Context: an optimization exercise on an open-source flow, tuned for small area. The choices shown serve that exercise and are no tape-out recipe.
In this exercise RTL edits were held to simulation tests only and were not proved equivalent to the original.
No activity file was given, so power comes from the tool's default toggle rates.

Design sobel_accel, start of the top module:
module sobel_accel(
        input   wire    [ 2:0]   addr,
        output  reg     [31:0]   rdata,
        input   wire    [31:0]   wdata,
        input   wire             cs,
        input   wire             read,
        input   wire             write,
        input   wire             clk,
        input   wire             rst
);
    reg [31:0] data0, data1, data2, data3, data4, data5;
    always @(posedge clk)
        if (cs & write)
            case (addr)
                3'd0: data0 <= wdata;
                3'd1: data1 <= wdata;
                3'd2: data2 <= wdata;
                3'd3: data3 <= wdata;
                3'd4: data4 <= wdata;
                3'd5: data5 <= wdata;
            endcase
    wire [2:0] ra = addr;
    wire h = ra[2] & (ra[0] | ~ra[1]);
    wire [31:0] ra_n, rb_n, rc_, rd_;
    MUXI32 ma (.s(h), .a(data0), .b(data2), .y(ra_n));
    MUXI32 mb (.s(h), .a(data1), .b(data3), .y(rb_n));
    MUX32  mc (.s(h), .a(data2), .b(data4), .y(rc_));
    MUX32  md (.s(h), .a(data3), .b(data5), .y(rd_));
    wire [6:0] p00, p01, p10, p11, q00, q01, q10, q11;
    wire e00, e01, e10, e11;                     
    wire t00, t01, t10, t11;                     
    SOBEL  U0 (.t(ra_n), .m(rb_n), .b(rc_), .mp0(p00), .mq0(q00), .mp1(p01), .mq1(q01),
               .sp0(e00), .sp1(e01), .sat0(t00), .sat1(t01));
    SOBELX U1 (.t(rb_n), .m(rc_),  .b(rd_), .mp0(p10), .mq0(q10), .mp1(p11), .mq1(q11),
               .sp0(e10), .sp1(e11), .sat0(t10), .sat1(t11));
    wire [31:0] resp = {p00, 1'b0, p01, 1'b0, p10, 1'b0, p11, 1'b0};
    wire [31:0] resq = {q00, 1'b0, q01, 1'b0, q10, 1'b0, q11, 1'b0};
    wire sa = ~ra[2] & ~ra[1] & ~ra[0];
    wire sb = ~ra[2] & ~ra[1] & ra[0];
    wire ss = ra[2] & ra[1];
    wire sc = (ra[2] ^ ra[1]) & ~ra[0];    
  ...
Size: ~1200 cells after synthesis, about 72 I/O pins, roughly 16000 µm² of cells after synthesis.
export LEC_CHECK = 0
export CAP_MARGIN = 0
export CORE_MARGIN = 2
export CORE_UTILIZATION = 75
export CTS_CLUSTER_DIAMETER = 100
export CTS_CLUSTER_SIZE = 30
export GPL_TIMING_DRIVEN = 1
export SLEW_MARGIN = 0
export SYNTH_HIERARCHICAL = 1
create_clock -name core_clock -period 9.0 [get_ports {clk}]
standard.sh (not shown) runs the stock make flow with config.mk's settings and CLKGATE_MAP_FILE= SYNTH_SCRIPT=/design/flow/synth_recipe.tcl, a recipe that flattens the netlist after the stock synthesis.
==> flow/flow/run.sh <==
#!/bin/bash
# Layout flow: the standard flow (standard.sh), with the standard
# synthesis unchanged and two changes after it:
#  - before floorplanning, every combinational cell that synthesis gave a
#    drive strength above 1 starts at its smallest size (downsize.tcl); the
#    resizer's later timing and design repairs size up again where needed;
#    the buffers synthesis inserted are removed (REMOVE_ABC_BUFFERS);
#  - the port buffers are buf_1 cells.
# Each tool's output goes to a log file of its own in this folder.
set -euo pipefail
here=$(pwd)
bash standard.sh synth > synth.log 2>&1
bash standard.sh PRE_FLOORPLAN_TCL="$here/flow/downsize.tcl" REMOVE_ABC_BUFFERS=1 \
    "BUFFER_PORTS_ARGS=-buffer_cell sky130_fd_sc_hd__buf_1" finish > layout.log 2>&1
==> flow/flow/downsize.tcl <==
# Sourced by ORFS's floorplan.tcl (PRE_FLOORPLAN_TCL) right after the
# synthesised netlist is loaded: swap each combinational cell above drive
# strength 1 for the same function at the smallest drive strength.
set db [ord::get_db]
set block [ord::get_db_block]
set n 0
foreach inst [$block getInsts] {
  set name [[$inst getMaster] getName]
  if {![regexp {^(sky130_fd_sc_hd__[a-z0-9]+)_([0-9]+)$} $name -> base drive]} { continue }
  if {$drive <= 1} { continue }
  if {[regexp {__(df|edf|sdf|dl|sedf|ha|fa)} $base]} { continue }
  foreach d {1 0} {
    set m [$db findMaster ${base}_$d]
    if {$m ne "NULL" && $m ne ""} {
      $inst swapMaster $m
      incr n
      break
    }
  }
}
puts "downsize.tcl: $n cells set to their smallest drive strength"
Then changed:
--- a/flow/config.mk
+++ b/flow/config.mk
@@ -7,3 +7,3 @@
 export LEC_CHECK = 0
-export CAP_MARGIN = 0
+export CAP_MARGIN = 20
 export CORE_MARGIN = 2
@@ -13,3 +13,3 @@
 export GPL_TIMING_DRIVEN = 1
-export SLEW_MARGIN = 0
+export SLEW_MARGIN = 20
 export SYNTH_HIERARCHICAL = 1
Result: The new run finished clean. Cell count stays the same. Via count stays the same. Count of clock-buffer cells in the layout stays the same. Flip-flop and latch count stays the same. Register-to-register slack hardly moves.
Then changed:
--- a/flow/config.mk
+++ b/flow/config.mk
@@ -9,3 +9,3 @@
 export CORE_MARGIN = 2
-export CORE_UTILIZATION = 75
+export CORE_UTILIZATION = 78
 export CTS_CLUSTER_DIAMETER = 100
Effect:
- wire length grows by about 7%
- cell count is about the same
- total power came out higher by 3.3%
- final area went up by 0.54%
- clock power goes down by about 0.9%
- hold slack is better by 58 ps
- clock-buffer cell count falls by 2

[separate check: timing with driven ports]
The results above use ideal ports. As a check the final layouts listed here were re-extracted and re-timed, cells and wires unchanged. Step 1, drivers: a clkbuf_16 drives clk and a buf_2 each remaining input, both assumed. Step 2 times the ports against the registers' clock, not the clock port: input delays grow and output delays shrink by t, the midpoint of the rising clock arrivals with the driver on. Three values: ideal, step 1, step 2; two values: the first two.
run	t (ns)	slack for setup (ns)	clock arrival spread, ns
the first run	0.525	0.212 / 0.236 / -0.289	0.019 / 0.018
the second run	0.525	0.212 / 0.236 / -0.289	0.019 / 0.018
the third run	0.526	0.105 / 0.126 / -0.400	0.014 / 0.015
With both steps, setup timing fails in every run listed, where it was met with ideal ports. For the third run, which loses most, drivers alone change the setup slack by +0.021 ns; drivers and shift together by -0.505 ns.
